Background: an optimization exercise with open tools, aiming at small area. Do not read the settings as production practice. The RTL was checked by simulation tests, not by an equivalence proof against the original design. Power figures rest on the tool's default switching activity, not on a simulated workload.

==> flow/design.v <==
module dkong_audio (
	input         clk,
	input         rst_n,
	input         dkjr,
	input   [7:0] snd_dat,
	input         decay_n,
	input   [2:0] sw,
	input   [7:0] wav_rom_do,
	output reg [15:0] sound,
	output [18:0] wav_rom_a
);
reg [8:0] cnt;
reg       en;
always @(posedge clk or negedge rst_n) begin
	if (!rst_n) begin
		cnt <= 9'd0;
		en  <= 1'b0;
	end else begin
		en  <= (cnt == 9'd499);
		cnt <= (cnt == 9'd499) ? 9'd0 : cnt + 9'd1;
	end
end
wire last = (cnt == 9'd499);    
reg exp_hit;
always @* begin
	case (count)
      15'd10: exp_hit = 1'b1;
      15'd29: exp_hit = 1'b1;
      15'd48: exp_hit = 1'b1;
      15'd67: exp_hit = 1'b1;
      15'd86: exp_hit = 1'b1;
      15'd105: exp_hit = 1'b1;
      15'd124: exp_hit = 1'b1;
      15'd144: exp_hit = 1'b1;
      15'd163: exp_hit = 1'b1;
      15'd183: exp_hit = 1'b1;
      15'd202: exp_hit = 1'b1;
      15'd222: exp_hit = 1'b1;
      15'd242: exp_hit = 1'b1;
      15'd262: exp_hit = 1'b1;
      15'd282: exp_hit = 1'b1;
      15'd302: exp_hit = 1'b1;
      15'd322: exp_hit = 1'b1;
      15'd342: exp_hit = 1'b1;
      15'd362: exp_hit = 1'b1;
      15'd382: exp_hit = 1'b1;
      15'd403: exp_hit = 1'b1;
      15'd423: exp_hit = 1'b1;
      15'd444: exp_hit = 1'b1;
      15'd465: exp_hit = 1'b1;
      15'd485: exp_hit = 1'b1;
      15'd506: exp_hit = 1'b1;
      15'd527: exp_hit = 1'b1;
      15'd548: exp_hit = 1'b1;
      15'd569: exp_hit = 1'b1;
      15'd591: exp_hit = 1'b1;
      15'd612: exp_hit = 1'b1;
      15'd633: exp_hit = 1'b1;
      15'd655: exp_hit = 1'b1;
      15'd677: exp_hit = 1'b1;
      15'd698: exp_hit = 1'b1;
      15'd720: exp_hit = 1'b1;
      15'd742: exp_hit = 1'b1;
      15'd764: exp_hit = 1'b1;
      15'd786: exp_hit = 1'b1;
      15'd808: exp_hit = 1'b1;
      15'd831: exp_hit = 1'b1;
      15'd853: exp_hit = 1'b1;
      15'd876: exp_hit = 1'b1;
      15'd898: exp_hit = 1'b1;
      15'd921: exp_hit = 1'b1;
      15'd944: exp_hit = 1'b1;
      15'd967: exp_hit = 1'b1;
      15'd990: exp_hit = 1'b1;
      15'd1013: exp_hit = 1'b1;
      15'd1036: exp_hit = 1'b1;
      15'd1060: exp_hit = 1'b1;
      15'd1083: exp_hit = 1'b1;
      15'd1107: exp_hit = 1'b1;
      15'd1131: exp_hit = 1'b1;
      15'd1155: exp_hit = 1'b1;
      15'd1179: exp_hit = 1'b1;
      15'd1203: exp_hit = 1'b1;
      15'd1227: exp_hit = 1'b1;
      15'd1251: exp_hit = 1'b1;
      15'd1276: exp_hit = 1'b1;
      15'd1300: exp_hit = 1'b1;
      15'd1325: exp_hit = 1'b1;
      15'd1350: exp_hit = 1'b1;
      15'd1375: exp_hit = 1'b1;
      15'd1400: exp_hit = 1'b1;
      15'd1425: exp_hit = 1'b1;
      15'd1451: exp_hit = 1'b1;
      15'd1476: exp_hit = 1'b1;
      15'd1502: exp_hit = 1'b1;
      15'd1528: exp_hit = 1'b1;
      15'd1554: exp_hit = 1'b1;
      15'd1580: exp_hit = 1'b1;
      15'd1606: exp_hit = 1'b1;
      15'd1633: exp_hit = 1'b1;
      15'd1659: exp_hit = 1'b1;
      15'd1686: exp_hit = 1'b1;
      15'd1713: exp_hit = 1'b1;
      15'd1740: exp_hit = 1'b1;
      15'd1767: exp_hit = 1'b1;
      15'd1794: exp_hit = 1'b1;
      15'd1821: exp_hit = 1'b1;
      15'd1849: exp_hit = 1'b1;
      15'd1877: exp_hit = 1'b1;
      15'd1905: exp_hit = 1'b1;
      15'd1933: exp_hit = 1'b1;
      15'd1961: exp_hit = 1'b1;
      15'd1989: exp_hit = 1'b1;
      15'd2018: exp_hit = 1'b1;
      15'd2047: exp_hit = 1'b1;
      15'd2076: exp_hit = 1'b1;
      15'd2105: exp_hit = 1'b1;
      15'd2134: exp_hit = 1'b1;
      15'd2163: exp_hit = 1'b1;
      15'd2193: exp_hit = 1'b1;
      15'd2223: exp_hit = 1'b1;
      15'd2253: exp_hit = 1'b1;
      15'd2283: exp_hit = 1'b1;
      15'd2313: exp_hit = 1'b1;
      15'd2344: exp_hit = 1'b1;
      15'd2375: exp_hit = 1'b1;
      15'd2406: exp_hit = 1'b1;
      15'd2437: exp_hit = 1'b1;
      15'd2468: exp_hit = 1'b1;
      15'd2500: exp_hit = 1'b1;
      15'd2532: exp_hit = 1'b1;
      15'd2564: exp_hit = 1'b1;
      15'd2596: exp_hit = 1'b1;
      15'd2628: exp_hit = 1'b1;
      15'd2661: exp_hit = 1'b1;
      15'd2694: exp_hit = 1'b1;
      15'd2727: exp_hit = 1'b1;
      15'd2760: exp_hit = 1'b1;
      15'd2794: exp_hit = 1'b1;
      15'd2828: exp_hit = 1'b1;
      15'd2862: exp_hit = 1'b1;
      15'd2896: exp_hit = 1'b1;
      15'd2930: exp_hit = 1'b1;
      15'd2965: exp_hit = 1'b1;
      15'd3000: exp_hit = 1'b1;
      15'd3036: exp_hit = 1'b1;
      15'd3071: exp_hit = 1'b1;
      15'd3107: exp_hit = 1'b1;
      15'd3143: exp_hit = 1'b1;
      15'd3179: exp_hit = 1'b1;
      15'd3216: exp_hit = 1'b1;
      15'd3253: exp_hit = 1'b1;
      15'd3290: exp_hit = 1'b1;
      15'd3328: exp_hit = 1'b1;
      15'd3365: exp_hit = 1'b1;
      15'd3403: exp_hit = 1'b1;
      15'd3442: exp_hit = 1'b1;
      15'd3481: exp_hit = 1'b1;
      15'd3520: exp_hit = 1'b1;
      15'd3559: exp_hit = 1'b1;
      15'd3599: exp_hit = 1'b1;
      15'd3639: exp_hit = 1'b1;
      15'd3679: exp_hit = 1'b1;
      15'd3720: exp_hit = 1'b1;
      15'd3761: exp_hit = 1'b1;
      15'd3802: exp_hit = 1'b1;
      15'd3844: exp_hit = 1'b1;
      15'd3886: exp_hit = 1'b1;
      15'd3928: exp_hit = 1'b1;
      15'd3971: exp_hit = 1'b1;
      15'd4014: exp_hit = 1'b1;
      15'd4058: exp_hit = 1'b1;
      15'd4102: exp_hit = 1'b1;
      15'd4147: exp_hit = 1'b1;
      15'd4191: exp_hit = 1'b1;
      15'd4237: exp_hit = 1'b1;
      15'd4282: exp_hit = 1'b1;
      15'd4329: exp_hit = 1'b1;
      15'd4375: exp_hit = 1'b1;
      15'd4422: exp_hit = 1'b1;
      15'd4470: exp_hit = 1'b1;
      15'd4518: exp_hit = 1'b1;
      15'd4566: exp_hit = 1'b1;
      15'd4615: exp_hit = 1'b1;
      15'd4665: exp_hit = 1'b1;
      15'd4715: exp_hit = 1'b1;
      15'd4765: exp_hit = 1'b1;
      15'd4816: exp_hit = 1'b1;
      15'd4868: exp_hit = 1'b1;
      15'd4920: exp_hit = 1'b1;
      15'd4973: exp_hit = 1'b1;
      15'd5026: exp_hit = 1'b1;
      15'd5080: exp_hit = 1'b1;
      15'd5135: exp_hit = 1'b1;
      15'd5190: exp_hit = 1'b1;
      15'd5246: exp_hit = 1'b1;
      15'd5302: exp_hit = 1'b1;
      15'd5359: exp_hit = 1'b1;
      15'd5417: exp_hit = 1'b1;
      15'd5476: exp_hit = 1'b1;
      15'd5535: exp_hit = 1'b1;
      15'd5595: exp_hit = 1'b1;
      15'd5656: exp_hit = 1'b1;
      15'd5717: exp_hit = 1'b1;
      15'd5780: exp_hit = 1'b1;
      15'd5843: exp_hit = 1'b1;
      15'd5907: exp_hit = 1'b1;
      15'd5972: exp_hit = 1'b1;
      15'd6037: exp_hit = 1'b1;
      15'd6104: exp_hit = 1'b1;
      15'd6172: exp_hit = 1'b1;
      15'd6240: exp_hit = 1'b1;
      15'd6310: exp_hit = 1'b1;
      15'd6380: exp_hit = 1'b1;
      15'd6452: exp_hit = 1'b1;
      15'd6525: exp_hit = 1'b1;
      15'd6599: exp_hit = 1'b1;
      15'd6674: exp_hit = 1'b1;
      15'd6750: exp_hit = 1'b1;
      15'd6827: exp_hit = 1'b1;
      15'd6906: exp_hit = 1'b1;
      15'd6986: exp_hit = 1'b1;
      15'd7067: exp_hit = 1'b1;
      15'd7150: exp_hit = 1'b1;
      15'd7234: exp_hit = 1'b1;
      15'd7320: exp_hit = 1'b1;
      15'd7407: exp_hit = 1'b1;
      15'd7496: exp_hit = 1'b1;
      15'd7587: exp_hit = 1'b1;
      15'd7679: exp_hit = 1'b1;
      15'd7773: exp_hit = 1'b1;
      15'd7869: exp_hit = 1'b1;
      15'd7967: exp_hit = 1'b1;
      15'd8067: exp_hit = 1'b1;
      15'd8169: exp_hit = 1'b1;
      15'd8274: exp_hit = 1'b1;
      15'd8380: exp_hit = 1'b1;
      15'd8489: exp_hit = 1'b1;
      15'd8601: exp_hit = 1'b1;
      15'd8715: exp_hit = 1'b1;
      15'd8832: exp_hit = 1'b1;
      15'd8952: exp_hit = 1'b1;
      15'd9075: exp_hit = 1'b1;
      15'd9202: exp_hit = 1'b1;
      15'd9331: exp_hit = 1'b1;
      15'd9465: exp_hit = 1'b1;
      15'd9602: exp_hit = 1'b1;
      15'd9743: exp_hit = 1'b1;
      15'd9889: exp_hit = 1'b1;
      15'd10039: exp_hit = 1'b1;
      15'd10193: exp_hit = 1'b1;
      15'd10353: exp_hit = 1'b1;
      15'd10519: exp_hit = 1'b1;
      15'd10690: exp_hit = 1'b1;
      15'd10868: exp_hit = 1'b1;
      15'd11053: exp_hit = 1'b1;
      15'd11245: exp_hit = 1'b1;
      15'd11445: exp_hit = 1'b1;
      15'd11654: exp_hit = 1'b1;
      15'd11872: exp_hit = 1'b1;
      15'd12101: exp_hit = 1'b1;
      15'd12341: exp_hit = 1'b1;
      15'd12593: exp_hit = 1'b1;
      15'd12860: exp_hit = 1'b1;
      15'd13142: exp_hit = 1'b1;
      15'd13443: exp_hit = 1'b1;
      15'd13763: exp_hit = 1'b1;
      15'd14106: exp_hit = 1'b1;
      15'd14475: exp_hit = 1'b1;
      15'd14875: exp_hit = 1'b1;
      15'd15312: exp_hit = 1'b1;
      15'd15792: exp_hit = 1'b1;
      15'd16326: exp_hit = 1'b1;
      15'd16927: exp_hit = 1'b1;
      15'd17614: exp_hit = 1'b1;
      15'd18416: exp_hit = 1'b1;
      15'd19379: exp_hit = 1'b1;
      15'd20585: exp_hit = 1'b1;
      15'd22200: exp_hit = 1'b1;
      15'd24652: exp_hit = 1'b1;
      15'd29926: exp_hit = 1'b1;
      15'd32767: exp_hit = 1'b1;
		default: exp_hit = 1'b0;
	endcase
end
reg [8:0]  dsample;
reg        dpls;
reg [7:0]  expval;
reg [14:0] count;
reg [15:0] dlat;       
always @(posedge clk or negedge rst_n) begin
	if (!rst_n) begin
		dsample <= 9'd0;
		dpls <= 1'b0;
		expval <= 8'd255;
		count <= 15'd0;
		dlat[7:0] <= 8'd0;
	end else begin
		dsample <= dsample + 9'd1;
		dpls <= (dsample == 9'd511);
		if (dpls) begin
			if (!decay_n) begin
				count <= (count == 15'h7FF0) ? 15'h7FF0 : count + 15'd1;
				if (exp_hit)
					expval <= (expval == 8'd0) ? 8'd0 : expval - 8'd1;
			end else begin
				expval <= (expval == 8'd255) ? 8'd255 : expval + 8'd1;
				count <= 15'd0;
			end
			dlat[7:0] <= expval;
		end
	end
end
always @(posedge clk) begin
	if (dpls)
		dlat[15:8] <= {~snd_dat[7], snd_dat[6:0]};
end
reg [11:0] wsample;
reg        wpls;
wire       wsend = (wsample == 12'd3915);
always @(posedge clk or negedge rst_n) begin
	if (!rst_n) begin
		wsample <= 12'd0;
		wpls <= 1'b0;
	end else begin
		wsample <= wsend ? 12'd0 : {wsample[10:0], ~(wsample[11] ^ wsample[10] ^ wsample[9] ^ wsample[3])};
		wpls <= wsend;
	end
end
wire foot_rq = sw[2] & ~dkjr;
wire jump_rq = sw[1] & ~dkjr;
reg old_foot, old_jump, jedge;
reg busy, mj, mf;
reg [14:0] ad;
wire fedge = ~old_foot & foot_rq;
wire trig = (~busy & (jedge | fedge)) | (busy & mf & jedge);
wire [14:0] ad_end = mj ? 15'h2E20 : mf ? 15'h4750 : 15'h1750;
always @(posedge clk or negedge rst_n) begin
	if (!rst_n) begin
		old_foot <= 1'b0;
		old_jump <= 1'b0;
		jedge <= 1'b0;
		busy <= 1'b0;
		mj <= 1'b0;
		mf <= 1'b0;
		ad <= 15'd0;
	end else begin
		old_foot <= foot_rq;
		old_jump <= jump_rq;
		jedge <= ~old_jump & jump_rq;
		if (trig) begin
			busy <= 1'b1;
			mj <= jedge;
			mf <= ~jedge;
			ad <= jedge ? 15'h1000 : 15'h3000;
		end else if (wpls) begin
			if (ad == ad_end)
				busy <= 1'b0;
			else
				ad <= ad + 15'd1;
		end
	end
end
assign wav_rom_a = {4'b0010, ad};
reg [21:0] sqc;
reg        sqh;
reg        sq_uf;
reg [14:0] s1;
wire       sqend = (sqc == 22'd2463828);
always @(posedge clk or negedge rst_n) begin
	if (!rst_n) begin
		sqc <= 22'd0;
		sqh <= 1'b1;
		sq_uf <= 1'b0;
	end else begin
		sqc <= sqend ? 22'd0 : {sqc[20:0], ~(sqc[21] ^ sqc[20])};
		if (sqend)
			sqh <= 1'b1;
		else if (sqc == 22'd2790992)
			sqh <= 1'b0;
		if (en)
			sq_uf <= sqh;
	end
end
wire s_keep = sq_uf ? (s1 < 15'd16356) : (s1 > 15'd28);
reg [12:0] ws;
reg        wl;            
always @(posedge clk)
	if (en)
		wl <= sw[0];
wire w_keep = wl ? (ws < 13'd6799) : (ws > 13'd27);
reg [15:0] c5;
reg [15:0] CH, CG, CF;
reg        first;
reg        uf5;
reg [2:0]  a5;        
wire [16:0] wl5 = {1'b0, CH} + 17'd15179;
always @(posedge clk or negedge rst_n) begin
	if (!rst_n) begin
		c5 <= 16'd0;
		uf5 <= 1'b0;
		a5 <= 3'd0;
		CH <= 16'd14769;
	end else begin
		c5 <= ({1'b0, c5} < wl5) ? c5 + 16'd1 : 16'd0;
		if (cnt == 9'd7 && !first) CH <= CG;
		if (cnt == 9'd8 && !first) CH <= CF;
		if (en) begin
			uf5 <= (c5 < CH);
			case (a5)
				3'd0: a5 <= uf5 ? 3'd1 : 3'd0;
				3'd1: a5 <= uf5 ? 3'd2 : 3'd0;
				3'd2: a5 <= uf5 ? 3'd3 : 3'd1;
				3'd3: a5 <= uf5 ? 3'd3 : 3'd4;
				3'd4: a5 <= uf5 ? 3'd3 : 3'd5;
				3'd5: a5 <= uf5 ? 3'd4 : 3'd0;
				default: a5 <= 3'd0;
			endcase
		end
	end
end
reg signed [18:0] A;
reg [15:0] xr0, xr1, xr2, y0, y1, P, wo, l3, h2, lw2, h1;
reg [13:0] m, l4;
reg [5:0]  dlt;       
reg [1:0]  nu;        
reg [7:0]  rnd;
reg [6:0]  dcur;
wire a5nz = (a5 != 3'd0);
wire l3_pos = ~l3[15] & (l3 != 16'd0);
wire l3_ltm4 = l3[15] & (l3 < 16'hFFFC) & ~first;
wire [7:0] dt = {xr2[6:0], P[13]};
wire       dge = dt >= {1'b0, dcur};
wire [7:0] dsub = dt - {1'b0, dcur};
wire [9:0] tl = 10'd256 + P[9:0];
wire [6:0] nla = tl[9] ? {1'b1, tl[8:3]} : {1'b0, tl[7:2]};
reg  [8:0] nl;
always @* begin
	case (nla)
      7'd0: nl = 9'd63;
      7'd1: nl = 9'd63;
      7'd2: nl = 9'd63;
      7'd3: nl = 9'd63;
      7'd4: nl = 9'd63;
      7'd5: nl = 9'd63;
      7'd6: nl = 9'd63;
      7'd7: nl = 9'd63;
      7'd8: nl = 9'd63;
      7'd9: nl = 9'd63;
      7'd10: nl = 9'd63;
      7'd11: nl = 9'd63;
      7'd12: nl = 9'd63;
      7'd13: nl = 9'd63;
      7'd14: nl = 9'd63;
      7'd15: nl = 9'd63;
      7'd16: nl = 9'd63;
      7'd17: nl = 9'd63;
      7'd18: nl = 9'd63;
      7'd19: nl = 9'd66;
      7'd20: nl = 9'd69;
      7'd21: nl = 9'd72;
      7'd22: nl = 9'd75;
      7'd23: nl = 9'd78;
      7'd24: nl = 9'd81;
      7'd25: nl = 9'd84;
      7'd26: nl = 9'd87;
      7'd27: nl = 9'd90;
      7'd28: nl = 9'd92;
      7'd29: nl = 9'd95;
      7'd30: nl = 9'd98;
      7'd31: nl = 9'd101;
      7'd32: nl = 9'd103;
      7'd33: nl = 9'd106;
      7'd34: nl = 9'd108;
      7'd35: nl = 9'd111;
      7'd36: nl = 9'd114;
      7'd37: nl = 9'd117;
      7'd38: nl = 9'd119;
      7'd39: nl = 9'd121;
      7'd40: nl = 9'd124;
      7'd41: nl = 9'd126;
      7'd42: nl = 9'd128;
      7'd43: nl = 9'd131;
      7'd44: nl = 9'd133;
      7'd45: nl = 9'd136;
      7'd46: nl = 9'd138;
      7'd47: nl = 9'd140;
      7'd48: nl = 9'd143;
      7'd49: nl = 9'd145;
      7'd50: nl = 9'd147;
      7'd51: nl = 9'd149;
      7'd52: nl = 9'd152;
      7'd53: nl = 9'd154;
      7'd54: nl = 9'd156;
      7'd55: nl = 9'd158;
      7'd56: nl = 9'd160;
      7'd57: nl = 9'd162;
      7'd58: nl = 9'd164;
      7'd59: nl = 9'd167;
      7'd60: nl = 9'd169;
      7'd61: nl = 9'd171;
      7'd62: nl = 9'd173;
      7'd63: nl = 9'd175;
      7'd64: nl = 9'd177;
      7'd65: nl = 9'd181;
      7'd66: nl = 9'd185;
      7'd67: nl = 9'd189;
      7'd68: nl = 9'd192;
      7'd69: nl = 9'd192;
      7'd70: nl = 9'd192;
      7'd71: nl = 9'd192;
      7'd72: nl = 9'd192;
      7'd73: nl = 9'd192;
      7'd74: nl = 9'd192;
      7'd75: nl = 9'd192;
      7'd76: nl = 9'd192;
      7'd77: nl = 9'd192;
      7'd78: nl = 9'd192;
      7'd79: nl = 9'd192;
      7'd80: nl = 9'd192;
      7'd81: nl = 9'd192;
      7'd82: nl = 9'd192;
      7'd83: nl = 9'd192;
      7'd84: nl = 9'd192;
      7'd85: nl = 9'd192;
      7'd86: nl = 9'd192;
      7'd87: nl = 9'd192;
      7'd88: nl = 9'd192;
      7'd89: nl = 9'd192;
      7'd90: nl = 9'd192;
      7'd91: nl = 9'd192;
      7'd92: nl = 9'd192;
      7'd93: nl = 9'd192;
      7'd94: nl = 9'd192;
      7'd95: nl = 9'd192;
      7'd96: nl = 9'd192;
      7'd97: nl = 9'd192;
      7'd98: nl = 9'd192;
      7'd99: nl = 9'd192;
      7'd100: nl = 9'd192;
      7'd101: nl = 9'd192;
      7'd102: nl = 9'd192;
      7'd103: nl = 9'd192;
      7'd104: nl = 9'd192;
      7'd105: nl = 9'd192;
      7'd106: nl = 9'd192;
      7'd107: nl = 9'd192;
      7'd108: nl = 9'd192;
      7'd109: nl = 9'd192;
      7'd110: nl = 9'd192;
      7'd111: nl = 9'd192;
      7'd112: nl = 9'd192;
      7'd113: nl = 9'd192;
      7'd114: nl = 9'd192;
      7'd115: nl = 9'd192;
      7'd116: nl = 9'd192;
      7'd117: nl = 9'd192;
      7'd118: nl = 9'd192;
      7'd119: nl = 9'd192;
      7'd120: nl = 9'd192;
      7'd121: nl = 9'd192;
      7'd122: nl = 9'd192;
      7'd123: nl = 9'd192;
      7'd124: nl = 9'd192;
      7'd125: nl = 9'd192;
      7'd126: nl = 9'd192;
      7'd127: nl = 9'd192;
		default: nl = 9'd0;
	endcase
end
reg clr, neg, sh;
reg [4:0] src;
reg wr_ws, wr_dlt, wr_x0, wr_y0, wr_P, wr_wo, wr_l3, wr_h2, wr_lw2, wr_h1, wr_l4, wr_m, wr_s1, wr_CG, wr_CF;
reg lfsr, vload, dload, dstep;
always @* begin
	clr = 0; neg = 0; sh = 0; src = 0;
	wr_ws = 0; wr_dlt = 0; wr_x0 = 0; wr_y0 = 0; wr_P = 0; wr_wo = 0; wr_l3 = 0; wr_h2 = 0; wr_lw2 = 0; wr_h1 = 0; wr_l4 = 0; wr_m = 0; wr_s1 = 0; wr_CG = 0; wr_CF = 0;
	lfsr = 0; vload = 0; dload = 0; dstep = 0;
	case (cnt)
      9'd1: begin clr = 1; src = (w_keep ? 5'd11 : (wl ? 5'd6 : 5'd0)); end
      9'd2: begin neg = (wl ? 1'b0 : 1'b1); src = (w_keep ? 5'd3 : 5'd0); end
      9'd3: begin neg = 1'b1; src = 5'd11; end
      9'd4: begin wr_dlt = 1; end
      9'd5: begin src = 5'd11; end
      9'd6: begin wr_ws = 1; end
      9'd7: begin clr = 1; sh = 1; src = (xr0[0] ? 5'd13 : 5'd0); end
      9'd8: begin sh = 1; src = (xr0[1] ? 5'd13 : 5'd0); end
      9'd9: begin sh = 1; src = (xr0[2] ? 5'd13 : 5'd0); end
      9'd10: begin sh = 1; src = (xr0[3] ? 5'd13 : 5'd0); end
      9'd11: begin sh = 1; src = (xr0[4] ? 5'd13 : 5'd0); end
      9'd12: begin sh = 1; src = (xr0[5] ? 5'd13 : 5'd0); end
      9'd13: begin sh = 1; src = (xr0[6] ? 5'd13 : 5'd0); end
      9'd14: begin sh = 1; src = (xr0[7] ? 5'd13 : 5'd0); end
      9'd15: begin wr_x0 = 1; end
      9'd16: begin clr = 1; neg = 1'b1; src = 5'd14; end
      9'd17: begin neg = 1'b1; src = 5'd16; end
      9'd18: begin src = 5'd17; end
      9'd19: begin neg = 1'b1; sh = 1; src = 5'd18; end
      9'd20: begin neg = 1'b1; sh = 1; src = 5'd15; end
      9'd21: begin sh = 1; src = 5'd18; end
      9'd22: begin neg = 1'b1; src = 5'd14; end
      9'd23: begin neg = 1'b1; src = 5'd16; end
      9'd24: begin sh = 1; src = 5'd17; end
      9'd25: begin neg = 1'b1; src = 5'd15; end
      9'd26: begin sh = 1; src = 5'd17; end
      9'd27: begin neg = 1'b1; src = 5'd14; end
      9'd28: begin neg = 1'b1; sh = 1; src = 5'd16; end
      9'd29: begin neg = 1'b1; src = 5'd15; end
      9'd30: begin sh = 1; src = 5'd18; end
      9'd31: begin sh = 1; end
      9'd32: begin src = 5'd14; end
      9'd33: begin src = 5'd16; end
      9'd34: begin neg = 1'b1; sh = 1; src = 5'd18; end
      9'd35: begin sh = 1; src = 5'd15; end
      9'd36: begin sh = 1; src = 5'd18; end
      9'd37: begin sh = 1; src = 5'd17; end
      9'd38: begin sh = 1; src = 5'd18; end
      9'd39: begin sh = 1; src = 5'd17; end
      9'd40: begin src = 5'd17; end
      9'd41: begin neg = 1'b1; src = 5'd18; end
      9'd42: begin wr_y0 = 1; end
      9'd43: begin clr = 1; neg = 1'b1; src = 5'd27; end
      9'd44: begin sh = 1; src = 5'd28; end
      9'd45: begin sh = 1; end
      9'd46: begin sh = 1; end
      9'd47: begin sh = 1; end
      9'd48: begin neg = 1'b1; src = 5'd27; end
      9'd49: begin sh = 1; src = 5'd28; end
      9'd50: begin sh = 1; end
      9'd51: begin sh = 1; end
      9'd52: begin src = 5'd27; end
      9'd53: begin neg = 1'b1; sh = 1; src = 5'd28; end
      9'd54: begin sh = 1; end
      9'd55: begin sh = 1; end
      9'd56: begin sh = 1; end
      9'd57: begin sh = 1; end
      9'd58: begin sh = 1; end
      9'd59: begin sh = 1; end
      9'd60: begin sh = 1; end
      9'd61: begin sh = 1; end
      9'd62: begin src = 5'd28; end
      9'd63: begin wr_l4 = 1; end
      9'd64: begin clr = 1; sh = 1; src = 5'd28; end
      9'd65: begin src = 5'd5; end
      9'd66: begin vload = 1; end
      9'd67: begin dstep = 1; end
      9'd68: begin dstep = 1; end
      9'd69: begin dstep = 1; end
      9'd70: begin dstep = 1; end
      9'd71: begin dstep = 1; end
      9'd72: begin dstep = 1; end
      9'd73: begin dstep = 1; end
      9'd74: begin dstep = 1; end
      9'd75: begin dstep = 1; end
      9'd76: begin dstep = 1; end
      9'd77: begin dstep = 1; end
      9'd78: begin dstep = 1; end
      9'd79: begin dstep = 1; end
      9'd80: begin dstep = 1; end
      9'd81: begin clr = 1; neg = 1'b1; sh = 1; src = 5'd10; end
      9'd82: begin sh = 1; end
      9'd83: begin sh = 1; end
      9'd84: begin sh = 1; src = 5'd10; end
      9'd85: begin sh = 1; end
      9'd86: begin sh = 1; src = 5'd10; end
      9'd87: begin sh = 1; end
      9'd88: begin sh = 1; src = 5'd10; end
      9'd89: begin sh = 1; end
      9'd90: begin neg = 1'b1; sh = 1; src = 5'd10; end
      9'd91: begin sh = 1; end
      9'd92: begin sh = 1; end
      9'd93: begin src = 5'd10; end
      9'd94: begin wr_CG = 1; end
      9'd95: begin clr = 1; src = 5'd2; end
      9'd96: begin neg = 1'b1; sh = 1; src = 5'd28; end
      9'd97: begin src = 5'd7; end
      9'd98: begin dload = 1; end
      9'd99: begin clr = 1; sh = 1; src = 5'd28; end
      9'd100: begin src = 5'd5; end
      9'd101: begin vload = 1; end
      9'd102: begin dstep = 1; end
      9'd103: begin dstep = 1; end
      9'd104: begin dstep = 1; end
      9'd105: begin dstep = 1; end
      9'd106: begin dstep = 1; end
      9'd107: begin dstep = 1; end
      9'd108: begin dstep = 1; end
      9'd109: begin dstep = 1; end
      9'd110: begin dstep = 1; end
      9'd111: begin dstep = 1; end
      9'd112: begin dstep = 1; end
      9'd113: begin dstep = 1; end
      9'd114: begin dstep = 1; end
      9'd115: begin dstep = 1; end
      9'd116: begin clr = 1; neg = 1'b1; sh = 1; src = 5'd10; end
      9'd117: begin sh = 1; end
      9'd118: begin sh = 1; end
      9'd119: begin sh = 1; src = 5'd10; end
      9'd120: begin sh = 1; end
      9'd121: begin sh = 1; src = 5'd10; end
      9'd122: begin sh = 1; end
      9'd123: begin sh = 1; src = 5'd10; end
      9'd124: begin sh = 1; end
      9'd125: begin neg = 1'b1; sh = 1; src = 5'd10; end
      9'd126: begin sh = 1; end
      9'd127: begin sh = 1; end
      9'd128: begin src = 5'd10; end
      9'd129: begin wr_CF = 1; end
      9'd130: begin clr = 1; sh = 1; src = 5'd17; end
      9'd131: begin sh = 1; end
      9'd132: begin src = 5'd19; end
      9'd133: begin src = 5'd20; end
      9'd134: begin wr_P = 1; end
      9'd135: begin clr = 1; src = (l3_ltm4 ? 5'd1 : 5'd21); end
      9'd136: begin src = (l3_ltm4 ? 5'd1 : 5'd21); end
      9'd137: begin sh = 1; src = (l3_pos ? 5'd21 : 5'd0); end
      9'd138: begin wr_wo = 1; end
      9'd139: begin clr = 1; neg = 1'b1; src = 5'd22; end
      9'd140: begin sh = 1; src = 5'd21; end
      9'd141: begin sh = 1; end
      9'd142: begin sh = 1; end
      9'd143: begin sh = 1; end
      9'd144: begin sh = 1; end
      9'd145: begin src = 5'd22; end
      9'd146: begin neg = 1'b1; sh = 1; src = 5'd21; end
      9'd147: begin sh = 1; end
      9'd148: begin sh = 1; end
      9'd149: begin sh = 1; end
      9'd150: begin sh = 1; end
      9'd151: begin src = 5'd22; end
      9'd152: begin neg = 1'b1; sh = 1; src = 5'd21; end
      9'd153: begin sh = 1; end
      9'd154: begin sh = 1; end
      9'd155: begin src = 5'd21; end
      9'd156: begin wr_l3 = 1; end
      9'd157: begin clr = 1; neg = 1'b1; src = 5'd22; end
      9'd158: begin neg = 1'b1; src = (a5nz ? 5'd24 : 5'd0); end
      9'd159: begin sh = 1; src = 5'd23; end
      9'd160: begin sh = 1; end
      9'd161: begin sh = 1; end
      9'd162: begin sh = 1; end
      9'd163: begin neg = 1'b1; src = 5'd22; end
      9'd164: begin neg = 1'b1; src = (a5nz ? 5'd24 : 5'd0); end
      9'd165: begin sh = 1; src = 5'd23; end
      9'd166: begin sh = 1; end
      9'd167: begin sh = 1; end
      9'd168: begin neg = 1'b1; src = 5'd22; end
      9'd169: begin neg = 1'b1; src = (a5nz ? 5'd24 : 5'd0); end
      9'd170: begin sh = 1; src = 5'd23; end
      9'd171: begin sh = 1; end
      9'd172: begin sh = 1; end
      9'd173: begin sh = 1; end
      9'd174: begin sh = 1; end
      9'd175: begin sh = 1; end
      9'd176: begin sh = 1; end
      9'd177: begin sh = 1; end
      9'd178: begin sh = 1; end
      9'd179: begin src = 5'd22; end
      9'd180: begin src = (a5nz ? 5'd24 : 5'd0); end
      9'd181: begin neg = 1'b1; src = 5'd23; end
      9'd182: begin wr_h2 = 1; end
      9'd183: begin clr = 1; src = (a5nz ? 5'd24 : 5'd0); end
      9'd184: begin src = 5'd9; end
      9'd185: begin wr_lw2 = 1; end
      9'd186: begin clr = 1; neg = 1'b1; src = 5'd24; end
      9'd187: begin neg = 1'b1; src = 5'd25; end
      9'd188: begin sh = 1; src = 5'd26; end
      9'd189: begin sh = 1; end
      9'd190: begin src = 5'd24; end
      9'd191: begin src = 5'd25; end
      9'd192: begin neg = 1'b1; sh = 1; src = 5'd26; end
      9'd193: begin sh = 1; end
      9'd194: begin src = 5'd24; end
      9'd195: begin src = 5'd25; end
      9'd196: begin neg = 1'b1; sh = 1; src = 5'd26; end
      9'd197: begin sh = 1; end
      9'd198: begin neg = 1'b1; src = 5'd24; end
      9'd199: begin neg = 1'b1; src = 5'd25; end
      9'd200: begin sh = 1; src = 5'd26; end
      9'd201: begin sh = 1; end
      9'd202: begin sh = 1; end
      9'd203: begin sh = 1; end
      9'd204: begin sh = 1; end
      9'd205: begin sh = 1; end
      9'd206: begin sh = 1; end
      9'd207: begin sh = 1; end
      9'd208: begin sh = 1; end
      9'd209: begin sh = 1; end
      9'd210: begin src = 5'd24; end
      9'd211: begin src = 5'd25; end
      9'd212: begin neg = 1'b1; src = 5'd26; end
      9'd213: begin wr_h1 = 1; lfsr = 1; end
      9'd214: begin clr = 1; src = 5'd11; end
      9'd215: begin neg = 1'b1; sh = 1; src = 5'd12; end
      9'd216: begin sh = 1; end
      9'd217: begin sh = 1; end
      9'd218: begin sh = 1; src = 5'd11; end
      9'd219: begin neg = 1'b1; sh = 1; src = 5'd12; end
      9'd220: begin neg = 1'b1; sh = 1; src = 5'd11; end
      9'd221: begin neg = 1'b1; sh = 1; src = 5'd12; end
      9'd222: begin neg = 1'b1; sh = 1; src = 5'd11; end
      9'd223: begin sh = 1; end
      9'd224: begin neg = 1'b1; sh = 1; src = 5'd12; end
      9'd225: begin sh = 1; src = 5'd11; end
      9'd226: begin neg = 1'b1; sh = 1; src = 5'd12; end
      9'd227: begin neg = 1'b1; sh = 1; src = 5'd11; end
      9'd228: begin sh = 1; src = 5'd12; end
      9'd229: begin sh = 1; end
      9'd230: begin sh = 1; end
      9'd231: begin sh = 1; src = 5'd12; end
      9'd232: begin sh = 1; src = 5'd11; end
      9'd233: begin sh = 1; src = 5'd12; end
      9'd234: begin sh = 1; src = 5'd11; end
      9'd235: begin neg = 1'b1; sh = 1; src = 5'd12; end
      9'd236: begin sh = 1; end
      9'd237: begin sh = 1; end
      9'd238: begin neg = 1'b1; src = 5'd11; end
      9'd239: begin sh = 1; src = 5'd12; end
      9'd240: begin sh = 1; end
      9'd241: begin sh = 1; end
      9'd242: begin neg = 1'b1; src = 5'd11; end
      9'd243: begin sh = 1; src = 5'd12; end
      9'd244: begin sh = 1; end
      9'd245: begin src = 5'd11; end
      9'd246: begin neg = 1'b1; sh = 1; src = 5'd12; end
      9'd247: begin sh = 1; end
      9'd248: begin src = 5'd11; end
      9'd249: begin sh = 1; src = 5'd12; end
      9'd250: begin wr_m = 1; end
      9'd251: begin clr = 1; src = (s_keep ? 5'd12 : (sq_uf ? 5'd8 : 5'd0)); end
      9'd252: begin neg = (sq_uf ? 1'b0 : 1'b1); src = (s_keep ? 5'd4 : 5'd0); end
      9'd253: begin wr_s1 = 1; end
		default: ;
	endcase
end
wire [4:0] t_K27 = 5'd27;
wire [4:0] t_K28 = 5'd28;
wire [12:0] t_K5900 = 13'd5900;
wire [12:0] t_K6826 = 13'd6826;
wire [13:0] t_K10484 = 14'd10484;
wire [14:0] t_K16384 = 15'd16384;
wire [2:0] t_NOISE = {1'b0, rnd[7:6]} - 3'd2;
wire [16:0] t_NLS = {nl, 8'd0};
wire [12:0] t_W = ws;
wire [14:0] t_S1 = s1;
wire [15:0] t_BB = {xr0[15:8], xr0[15:8]};
wire [15:0] t_X0 = xr0;
wire [15:0] t_X1 = xr1;
wire [15:0] t_X2 = xr2;
wire [15:0] t_Y0 = y0;
wire [15:0] t_Y1 = y1;
wire [11:0] t_Y0S4 = y0[15:4];
wire [15:0] t_O = wo;
wire [15:0] t_L3 = l3;
wire [15:0] t_H2 = h2;
wire [15:0] t_LW2 = lw2;
wire [15:0] t_H1 = h1;
wire [5:0] t_DLT = dlt;
wire [2:0] t_NU = {1'b0, nu} - 3'd2;
wire [13:0] t_M = m;
wire [13:0] t_L4 = l4;
reg [18:0] opv;
wire [4:0] srcg = (first && src >= 5'd13) ? 5'd0 : src;
always @* begin
	case (srcg)
		5'd0: opv = {18'd0, 1'b0};
		5'd1: opv = {19{1'b1}};
		5'd2: opv = {18'd0, 1'b1};
		5'd3: opv = {14'd0, t_K27};
		5'd4: opv = {14'd0, t_K28};
		5'd5: opv = {6'd0, t_K5900};
		5'd6: opv = {6'd0, t_K6826};
		5'd7: opv = {5'd0, t_K10484};
		5'd8: opv = {4'd0, t_K16384};
		5'd9: opv = {{16{t_NOISE[2]}}, t_NOISE};
		5'd10: opv = {2'd0, t_NLS};
		5'd11: opv = {6'd0, t_W};
		5'd12: opv = {4'd0, t_S1};
		5'd13: opv = {{3{t_BB[15]}}, t_BB};
		5'd14: opv = {{3{t_X0[15]}}, t_X0};
		5'd15: opv = {{3{t_X1[15]}}, t_X1};
		5'd16: opv = {{3{t_X2[15]}}, t_X2};
		5'd17: opv = {{3{t_Y0[15]}}, t_Y0};
		5'd18: opv = {{3{t_Y1[15]}}, t_Y1};
		5'd19: opv = {{7{t_Y0S4[11]}}, t_Y0S4};
		5'd20: opv = {{3{t_O[15]}}, t_O};
		5'd21: opv = {{3{t_L3[15]}}, t_L3};
		5'd22: opv = {{3{t_H2[15]}}, t_H2};
		5'd23: opv = {{3{t_LW2[15]}}, t_LW2};
		5'd24: opv = {{3{t_H1[15]}}, t_H1};
		5'd25: opv = {{13{t_DLT[5]}}, t_DLT};
		5'd26: opv = {{16{t_NU[2]}}, t_NU};
		5'd27: opv = {5'd0, t_M};
		5'd28: opv = {5'd0, t_L4};
		default: opv = 19'd0;
	endcase
end
wire [18:0] base = clr ? 19'd0 : A;
wire [18:0] sum = base + (opv ^ {19{neg}}) + {18'd0, neg};
always @(posedge clk)
	A <= sh ? {sum[18], sum[18:1]} : sum;
always @(posedge clk or negedge rst_n) begin
	if (!rst_n) begin
		first <= 1'b1;
		xr1 <= 16'd0;
		y0 <= 16'd0;
		rnd <= 8'd255;
		dcur <= 7'd81;
		ws <= 13'd0;
		s1 <= 15'd0;
	end else begin
		if (last) begin
			first <= 1'b0;
			xr1 <= xr0;
		end
		if (wr_y0) y0 <= {A[18], A[14:0]};
		if (dload) dcur <= A[13:7];
		if (lfsr) rnd <= {rnd[6:5], rnd[4], rnd[3] ^ rnd[7], rnd[2] ^ rnd[7], rnd[1] ^ rnd[7], rnd[0], rnd[7]};
		if (wr_ws && !first) ws <= A[12:0];
		if (wr_s1) s1 <= A[14:0];
	end
end
always @(posedge clk) begin
	if (last)
		xr0 <= dlat;
	else if (wr_x0)
		xr0 <= A[15:0];
	if (last)
		xr2 <= xr1;
	else if (vload)
		xr2[6:0] <= 7'd0;
	else if (dstep)
		xr2[6:0] <= dge ? dsub[6:0] : dt[6:0];
	if (vload || wr_P)
		P <= A[15:0];
	else if (dstep)
		P <= {P[14:0], dge};
	if (wr_y0) y1 <= y0;
	if (wr_wo) wo <= A[15:0];
	if (wr_l3) l3 <= A[15:0];
	if (wr_h2) h2 <= A[15:0];
	if (wr_lw2) lw2 <= A[15:0];
	if (wr_h1) h1 <= A[15:0];
	if (wr_dlt) dlt <= A[5:0];
	if (lfsr) nu <= rnd[7:6];
	if (wr_l4) l4 <= A[13:0];
	if (wr_m) m <= A[13:0];
	if (wr_CG) CG <= A[15:0];
	if (wr_CF) CF <= A[15:0];
end
wire [15:0] wav_term = dkjr ? 16'd0 : {{3{~wav_rom_do[7]}}, wav_rom_do[6:0], 6'b0};
always @(posedge clk)
	if (en)
		sound <= wav_term + P;
endmodule
==> flow/flow/run.sh <==
#!/bin/bash
# Own flow: the standard layout (standard.sh) with two changes:
#  - synthesis maps logic with a different ABC area script (flow/abc_area.script);
#    everything else in synthesis, including the flip-flop mapping, is the standard one;
#  - the clock tree uses larger sink clusters (25 sinks) and no dummy loads;
#  - the port buffers (every input and output still gets one) are buf_1 cells.
# Each tool's full output goes to a log file in this folder.
set -euo pipefail
rm -rf scripts
cp -r "$FLOW_HOME/scripts" scripts
cp flow/abc_area.script scripts/abc_area.script
bash standard.sh SCRIPTS_DIR="$PWD/scripts" \
  CTS_ARGS="-sink_clustering_enable -repair_clock_nets -sink_clustering_size 25 -sink_clustering_max_diameter 100 -dont_use_dummy_load" \
  BUFFER_PORTS_ARGS="-buffer_cell sky130_fd_sc_hd__buf_1" \
  finish > standard.log 2>&1
==> flow/flow/abc_area.script <==
strash
&get -n
&fraig -x
&put
scorr
dc2
strash
&get -n
&dch -f
&nf -R 1000
&put
strash
dc2
&get -n
&dch -f
&nf -R 1000
&put
topo
stime -c
upsize -c
dnsize -c
==> flow/standard.sh <==
#!/bin/bash
# synth_recipe.tcl (not shown) runs the flow's synth.tcl, then flattens the netlist and writes it again
# the make line also repeats each setting of config.mk as NAME=value (left out here)
make -C /OpenROAD-flow-scripts/flow DESIGN_CONFIG=/design/flow/config.mk WORK_HOME=/design/flow/orfs CLKGATE_MAP_FILE= SYNTH_SCRIPT=/design/flow/synth_recipe.tcl "${@:-finish}"
==> flow/config.mk <==
export PLATFORM = sky130hd
export DESIGN_NAME = dkong_audio
export DESIGN_NICKNAME = dkong_audio
export VERILOG_FILES = /design/flow/design.v
export SDC_FILE = /design/flow/constraint.sdc
export NUM_CORES = 4
export LEC_CHECK = 0
export ABC_AREA = 1
export CAP_MARGIN = 10
export CORE_MARGIN = 2
export CORE_UTILIZATION = 40
export GPL_TIMING_DRIVEN = 0
export SLEW_MARGIN = 10
==> flow/constraint.sdc <==
create_clock -name core_clock -period 40.0 [get_ports {clk}]
set_input_delay 8.0000 -clock core_clock [delete_from_list [all_inputs] [get_ports {clk}]]
set_output_delay 8.0000 -clock core_clock [all_outputs]
set_load 0.01 [all_outputs]
==> results.yml <==
place:
  dpl.hpwl_mm: 61.6
  placement.setup.worst_slack_ns: 29.32
  routabilityCongestion: 0.971
  quantity_of_i_o_buffers_inserted_on_ports: 53
  dp_cells: 3376
run_status:
  run_status: "finished clean"
critical_path:
  worst_ep_required_time_ns: 40.35
  worst_path_max_delay_cell: "sky130_fd_sc_hd__buf_1"
  worst-endpoint-arrival_ns: 10.40
  most_numerous_cell_on_the_critical_path: "sky130_fd_sc_hd__a21oi_1"
  crit_path_max_incr_delay_ns: 0.39
  crit_chain: "buf_1 > nand2b_1 > clkinv_1 > ha_1 > a21o_1 > a21oi_1 > o21bai_1 > a21oi_1 > o21bai_1 > a21oi_1 > o21bai_1 > a21oi_1 > xnor2_1"
  worst-path-buf-inv: 2
  crit_family: "compound AO/OA/AOI/OAI gates"
  path_class: "in -> reg"
  critical_path.startpoint_type: "input port"
  critPathLaunch: "dkjr"
  rr_startpoint: "cnt[0]"
  end_kind: "register"
  critical_path.max_fanout: 10
timing:
  clock_period_minus_final_worst_setup_slack_ns: 10.05
  timing.final.hold_violations: 0
  finalSetupTns_ns: 0
  slew_headroom: 0.123
  timing.final.crit_share: 0.251
  max_clock_freq_mhz: 99.5
  finalWorstSetupSlack_ns: 29.95
  fin_worst_skew_ns: 0.0725
  number_of_max_slew_violations_in_the_final_report: 0
  finalSetupViolCount: 0
  tightestPinTransition_ns: 1.31
  grt_setup_unrepaired: "false"
floorplan:
  floorplan.core_area_sq_um: 63100
  io_pins: 58
  fp.dieArea_sq_um: 65800
  placementRows: 92
  die_h_um: 257
  start_util: 0.405
  die_width_um: 257
grt:
  grt.overflow.total: 0
  gr-usage-all-layers: 0.253
  via_count_of_the_first_global_routing_pass: 21006
  grt_pass1_wl_mm: 130
  largest_net_degree_at_the_start_of_global_routing: 47
  initial_antenna_violation_count: 0
yosys:
  ys.warnings.count: 1
  synth.largest_area_cell: "sky130_fd_sc_hd__edfxtp_1"
  post_synth_main_area_contributors: "sky130_fd_sc_hd__edfxtp_1 28%, sky130_fd_sc_hd__dfrtp_1 19%, sky130_fd_sc_hd__ha_1 4.3%"
  yosys.cell_count.top_type: "sky130_fd_sc_hd__nand2_1"
  ys_ff_latch: 477
  syn_area_per_cell_sq_um: 10.4
  synth_enable_flop_cells: 237
  synth_async_sr_flop_share: 0.463
  post-synth-top-area-fraction: 0.279
  postSynthCellCount: 2449
  syn_area_sq_um: 25500
  synthFlopType: "sky130_fd_sc_hd__edfxtp_1"
  synth_sequential_area_ratio: 0.512
  yosys.cell_types.count: 91
  synth.cells.most_frequent: "268 x sky130_fd_sc_hd__nand2_1, 237 x sky130_fd_sc_hd__edfxtp_1, 217 x sky130_fd_sc_hd__nor2_1, 192 x sky130_fd_sc_hd__dfrtp_1, 149 x sky130_fd_sc_hd__a21oi_1"
clock_network:
  cts-htree-levels: 1
  clkSlewWorstSetupHoldPaths_ns: 0.10
  post_cts.repair.setup_buffers: 0
  cts_num_sinks: 477
  cts.repair.resized: 0
  clkLatencyLatePin_ns: 0.58
  numCtsBuffers: 24
  cts-root-buf: "sky130_fd_sc_hd__clkbuf_16"
  tritoncts_clock_tree: "yes"
  postCtsHoldBufs: 0
  cts-root-to-sink-buffers: 3
final_layout:
  diodes: 0
  nets: 2670
  n_fill_cell: 5976
  layout-drive-gt1-share: 0.0662
  layout-area-overhead-vs-synth_pct: 9.41
  layoutNonFillerInstCount: 3400
detailed_routing:
  wirelength_mm: 85.2
  wl_per_cell_um: 25.1
  route.detailed.vias_per_inst: 6.34
  vias: 21556
  first_pass_iters: 7
  remaining_drc_errors: 0
  drt_iter0_markers: 2650
  antenna_left: 0
job:
  maxCapViolCount: 0
hold_path:
  min-delay-start: "old_jump"
  worst_hold_path_type: "reg -> reg"
pwr:
  static-leakage-power_nw: 10.1
  power.ir.vdd_worst_uv: 29.0
  power_total_w: 0.000785
  power.density_cell_area_nw_per_um2: 28.1
==> sequential cells by signal, summed over array words and instances (netlist names), 15 cells and up <==
register / cells
l3: 16
xr1: 16
A: 19
wo: 16
dlat: 16
xr0: 16
h1: 16
count: 15
ad: 15
P: 16
lw2: 16
CG: 16
sqc: 22
c5: 16
CF: 16
y0: 16
sound: 16
s1: 15
CH: 16
h2: 16
y1: 16
xr2: 16
==> where the power goes <==
part	leakage (nW)	switching, W	internal, W
Combinational	4.95	0.00000827	0.00000473
Clock	0.296	0.000152	0.000107
Sequential	4.82	0.000000681	0.000512
Total	10.1	0.000161	0.000624
==> per-stage QoR <==
stage	hold slack, ns	util	instance area, sq um
6_report	0.399	0.443	27900
5_1_grt	0.418	0.443	27900
4_1_cts	0.400	0.443	27900
3_5_place_dp	0.386	0.433	27300
3_3_place_gp	0.385	0.425	26800
2_1_floorplan	0.378	-	25500
==> layer usage <==
layer	up-vias	GRT usage	part of all wire
li1	9570	-	-
met1	10686	0.332	0.41
met2	1062	0.424	0.47
met3	238	0.0327	0.075
met4	0	0.105	0.048
met5	-	0	0
==> cells by family after synthesis <==
logic type	count (synthesis)	synth area share
compound gates	616	0.164
simple gates	995	0.195
buf+inv	89	0.0137
flops	477	0.512
xor+xnor	86	0.0295
other cells	2	0.000294
mux	93	0.0409
fa+ha+maj	91	0.0455
==> worst paths after layout <==
path,endpoint,slack [ns],cells past startpoint
worst max-delay path,sound[15],29.95,13
worst min-delay path,jedge,0.40,1
worst max register to register,A[17],30.28,40
worst min register to register,jedge,0.40,1
max in group asynchronous,dpls,31.25,5
min in group asynchronous,c5[4],7.41,1
==> cell usage in the layout, fill, tap and decap left out, drive strengths merged, types with 14 or more instances in the layout <==
cell      n
dfstp    29
a222oi   36
ha       88
xor2     32
nand2   285
a221oi   19
nand2b   23
edfxtp  237
a21oi   155
and4     14
a21o     28
o21ai   101
nor2    230
nand3    72
nor2b    57
buf      99
o22ai    53
dfrtp   192
clkinv   67
o221ai   29
nor4     43
and2     44
nor3    108
a22oi    44
mux2     88
and3     36
dfxtp    19
a211oi   19
a31oi    34
nand4    36
xnor2    54
clkbuf   24
==> final cells by class <==
type / instances / area, sq um / area share
Buffer: 20 / 90.1 / 0.00323
Tap cell: 846 / 1060 / 0.0379
Multi-Input combinational cell: 1885 / 12200 / 0.437
Sequential cell: 477 / 13100 / 0.468
Inverter: 69 / 260 / 0.00932
Timing Repair Buffer: 79 / 641 / 0.0229
Clock buffer: 24 / 601 / 0.0215

-- separate check: timing with driven ports --
The flow's constraints put no driver on any port. The routed layout listed below was extracted and timed again, unchanged, in two steps.
Step 1: set_driving_cell puts a clkbuf_16 on clk and a buf_2 on each other input, an assumption about the parent block.
Step 2, shift: input delay + t, output delay - t, t = (earliest + latest rising clock arrival at the registers) / 2. This alone moves slack from input paths to output paths.
Three values: ideal, step 1, step 2; two values: the first two.
t, ns: 0.613
slack for setup (ns): 29.947 / 29.988 / 29.374
worst setup path at the end: input to register
latest minus earliest clock arrival (ns): 0.077 / 0.077
pins driven straight from the clock port: 1
After both steps setup and hold are still met in this run. For this run, drivers alone change the setup slack by +0.041 ns; drivers and shift together by -0.573 ns.
